This is an optimization exercise on Yosys and OpenROAD, whose aim is small area, not a production implementation.
In this exercise RTL edits were held to simulation tests only and were not proved equivalent to the original.
No activity file was given, so power comes from the tool's default toggle rates.

## indigo
// motor_pwm
module motor_pwm #(parameter SIZE=16)(
                    iCLK, iENABLE,
                    iPERIOD, iDEADBAND,
                    iDUTY_A, iDUTY_B, iDUTY_C,
                    oPAD_AP, oPAD_AN,
                    oPAD_BP, oPAD_BN,
                    oPAD_CP, oPAD_CN );
  input iCLK, iENABLE;
  input [SIZE-1:0] iPERIOD, iDEADBAND;
  input [SIZE-1:0] iDUTY_A, iDUTY_B, iDUTY_C;
  output oPAD_AP, oPAD_AN;
  output oPAD_BP, oPAD_BN;
  output oPAD_CP, oPAD_CN;
  reg [SIZE-1:0] counter;
  reg first;
  reg load;
  reg [SIZE-1:0] period_q, deadband_q;
  wire [SIZE-1:0] period_d   = load ? iPERIOD   : period_q;
  wire [SIZE-1:0] deadband_d = load ? iDEADBAND : deadband_q;
  wire [SIZE:0] lt;
  assign lt[0] = 1'b0;
  genvar i;
  generate
    for (i = 0; i < SIZE; i = i + 1) begin : g_cmp
      assign lt[i+1] = iPERIOD[i] ? (~counter[i] | lt[i]) : (~counter[i] & lt[i]);
    end
  endgenerate
  wire wrap = first | ~lt[SIZE];
  wire [SIZE:0] ic;
  wire [SIZE-1:0] inc;
  assign ic[0] = 1'b1;
  generate
    for (i = 0; i < SIZE; i = i + 1) begin : g_inc
      assign inc[i]  = counter[i] ^ ic[i];
      assign ic[i+1] = counter[i] & ic[i];
    end
  endgenerate
  always @( posedge iCLK or negedge iENABLE )
    if( !iENABLE ) first <= 1'b1;
    else           first <= 1'b0;
  always @( posedge iCLK ) begin
    counter    <= wrap ? {SIZE{1'b0}} : inc;
    load       <= wrap;
    period_q   <= period_d;
    deadband_q <= deadband_d;
  end
  wire [SIZE:0] kc;
  wire [SIZE-1:0] kd;
  assign kc[0] = 1'b1;
  generate
  ...
Size in the first run: about 780 cells after synthesis, ~120 flip-flops, ~88 I/O pins.
==> module motor_pwm, before the edit <==
module motor_pwm #(parameter SIZE=16)(
                    iCLK, iENABLE,
                    iPERIOD, iDEADBAND,
                    iDUTY_A, iDUTY_B, iDUTY_C,
                    oPAD_AP, oPAD_AN,
                    oPAD_BP, oPAD_BN,
                    oPAD_CP, oPAD_CN );
  input iCLK, iENABLE;
  input [SIZE-1:0] iPERIOD, iDEADBAND;
  input [SIZE-1:0] iDUTY_A, iDUTY_B, iDUTY_C;
  output oPAD_AP, oPAD_AN;
  output oPAD_BP, oPAD_BN;
  output oPAD_CP, oPAD_CN;
  reg [SIZE-1:0] counter;
  reg first;
  reg load;
  reg [SIZE-1:0] period_q, deadband_q;
  wire [SIZE-1:0] period_d   = load ? iPERIOD   : period_q;
  wire [SIZE-1:0] deadband_d = load ? iDEADBAND : deadband_q;
  wire [SIZE:0] lt;
  assign lt[0] = 1'b0;
  genvar i;
  generate
    for (i = 0; i < SIZE; i = i + 1) begin : g_cmp
      assign lt[i+1] = iPERIOD[i] ? (~counter[i] | lt[i]) : (~counter[i] & lt[i]);
    end
  endgenerate
  wire wrap = first | ~lt[SIZE];
  wire [SIZE:0] ic;
  wire [SIZE-1:0] inc;
  assign ic[0] = 1'b1;
  generate
    for (i = 0; i < SIZE; i = i + 1) begin : g_inc
      assign inc[i]  = counter[i] ^ ic[i];
      assign ic[i+1] = counter[i] & ic[i];
    end
  endgenerate
  always @( posedge iCLK or negedge iENABLE )
    if( !iENABLE ) first <= 1'b1;
    else           first <= 1'b0;
  always @( posedge iCLK ) begin
    counter    <= wrap ? {SIZE{1'b0}} : inc;
    load       <= wrap;
    period_q   <= period_d;
    deadband_q <= deadband_d;
  end
  wire [SIZE:0] kc;
  wire [SIZE-1:0] kd;
  assign kc[0] = 1'b1;
  generate
    for (i = 0; i < SIZE; i = i + 1) begin : g_kd
      assign kd[i]   = counter[i] ^ ~deadband_d[i] ^ kc[i];
      assign kc[i+1] = (counter[i] & ~deadband_d[i]) | (kc[i] & (counter[i] ^ ~deadband_d[i]));
    end
  endgenerate
  wire [SIZE-1:0] period_n = ~period_d;
  motor_pwm_phase phaseA ( iCLK, iENABLE, load, first, period_d, period_n, iDUTY_A,
                           counter, kd, oPAD_AP, oPAD_AN );
  motor_pwm_phase phaseB ( iCLK, iENABLE, load, first, period_d, period_n, iDUTY_B,
                           counter, kd, oPAD_BP, oPAD_BN );
  motor_pwm_phase phaseC ( iCLK, iENABLE, load, first, period_d, period_n, iDUTY_C,
                           counter, kd, oPAD_CP, oPAD_CN );
endmodule
export LEC_CHECK = 0
export CAP_MARGIN = 20
export CORE_MARGIN = 2
export CORE_UTILIZATION = 78
export CTS_BUF_LIST = sky130_fd_sc_hd__clkbuf_4
export CTS_CLUSTER_DIAMETER = 50
export CTS_CLUSTER_SIZE = 20
export SLEW_MARGIN = 20
create_clock -name core_clock -period 25.0 [get_ports {iCLK}]
standard.sh (not shown) runs the stock make flow with config.mk's settings and CLKGATE_MAP_FILE= SYNTH_SCRIPT=/design/flow/synth_recipe.tcl, a recipe that flattens the netlist after the stock synthesis.
==> flow/flow/run.sh <==
#!/bin/bash
# Standard ORFS layout (the standard.sh, standard synthesis unchanged), with the
# port buffers inserted as the smallest buffer cell and no dummy clock loads in CTS.
set -euo pipefail
BP="-buffer_cell sky130_fd_sc_hd__buf_1"
CTS="-sink_clustering_enable -repair_clock_nets -buf_list sky130_fd_sc_hd__clkbuf_4 -sink_clustering_size 20 -sink_clustering_max_diameter 50 -dont_use_dummy_load"
export BUFFER_PORTS_ARGS="$BP" CTS_ARGS="$CTS"
bash standard.sh "BUFFER_PORTS_ARGS=$BP" "CTS_ARGS=$CTS" finish > standard_make.log 2>&1
Here is what was changed in the inputs of violet compared with indigo.
diff --git a/flow/design.v b/flow/design.v
--- a/flow/design.v
+++ b/flow/design.v
@@ -73,9 +73,13 @@
   reg [SIZE-1:0] counter;
   reg first;
   reg load;
-  reg [SIZE-1:0] period_q, deadband_q;
-  wire [SIZE-1:0] period_d   = load ? iPERIOD   : period_q;
-  wire [SIZE-1:0] deadband_d = load ? iDEADBAND : deadband_q;
+  reg [SIZE-1:0] period_q;
+  wire [SIZE-1:0] period_d = load ? iPERIOD : period_q;
+  reg [SIZE-1:0] cdb_q;
+  wire [SIZE-1:0] cdb_m = load ? ~iDEADBAND : cdb_q;
+  wire [SIZE:0] dc;
+  wire [SIZE-1:0] cdb;
+  assign dc[0] = 1'b1;
   wire [SIZE:0] lt;
   assign lt[0] = 1'b0;
   genvar i;
@@ -97,26 +101,23 @@
   always @( posedge iCLK or negedge iENABLE )
     if( !iENABLE ) first <= 1'b1;
     else           first <= 1'b0;
-  always @( posedge iCLK ) begin
-    counter    <= wrap ? {SIZE{1'b0}} : inc;
-    load       <= wrap;
-    period_q   <= period_d;
-    deadband_q <= deadband_d;
-  end
-  wire [SIZE:0] kc;
-  wire [SIZE-1:0] kd;
-  assign kc[0] = 1'b1;
   generate
-    for (i = 0; i < SIZE; i = i + 1) begin : g_kd
-      assign kd[i]   = counter[i] ^ ~deadband_d[i] ^ kc[i];
-      assign kc[i+1] = (counter[i] & ~deadband_d[i]) | (kc[i] & (counter[i] ^ ~deadband_d[i]));
+    for (i = 0; i < SIZE; i = i + 1) begin : g_cdb
+      assign cdb[i]  = cdb_m[i] ^ dc[i];
+      assign dc[i+1] = cdb_m[i] & dc[i];
     end
   endgenerate
+  always @( posedge iCLK ) begin
+    counter  <= wrap ? {SIZE{1'b0}} : inc;
+    load     <= wrap;
+    period_q <= period_d;
+    cdb_q    <= cdb;
+  end
   wire [SIZE-1:0] period_n = ~period_d;
   motor_pwm_phase phaseA ( iCLK, iENABLE, load, first, period_d, period_n, iDUTY_A,
-                           counter, kd, oPAD_AP, oPAD_AN );
+                           counter, cdb, oPAD_AP, oPAD_AN );
   motor_pwm_phase phaseB ( iCLK, iENABLE, load, first, period_d, period_n, iDUTY_B,
-                           counter, kd, oPAD_BP, oPAD_BN );
+                           counter, cdb, oPAD_BP, oPAD_BN );
   motor_pwm_phase phaseC ( iCLK, iENABLE, load, first, period_d, period_n, iDUTY_C,
-                           counter, kd, oPAD_CP, oPAD_CN );
+                           counter, cdb, oPAD_CP, oPAD_CN );
 endmodule
## What came out
In violet relative to indigo, sum of internal, switching and leakage power had gone down by more than 10%.
Status: sequential cell count parity (indigo, violet)
From indigo to violet the numbers moved as follows: final cell count without fillers higher, area of the multi-input gates decreased 30 sq um.
violet has combinational group share of total power below what indigo had.
The design area of violet falls short of that of indigo by 0.70%.
Detailed-placement wirelength estimate shrinks by a few percent when moving from indigo to violet.
Wire: violet routes less than indigo
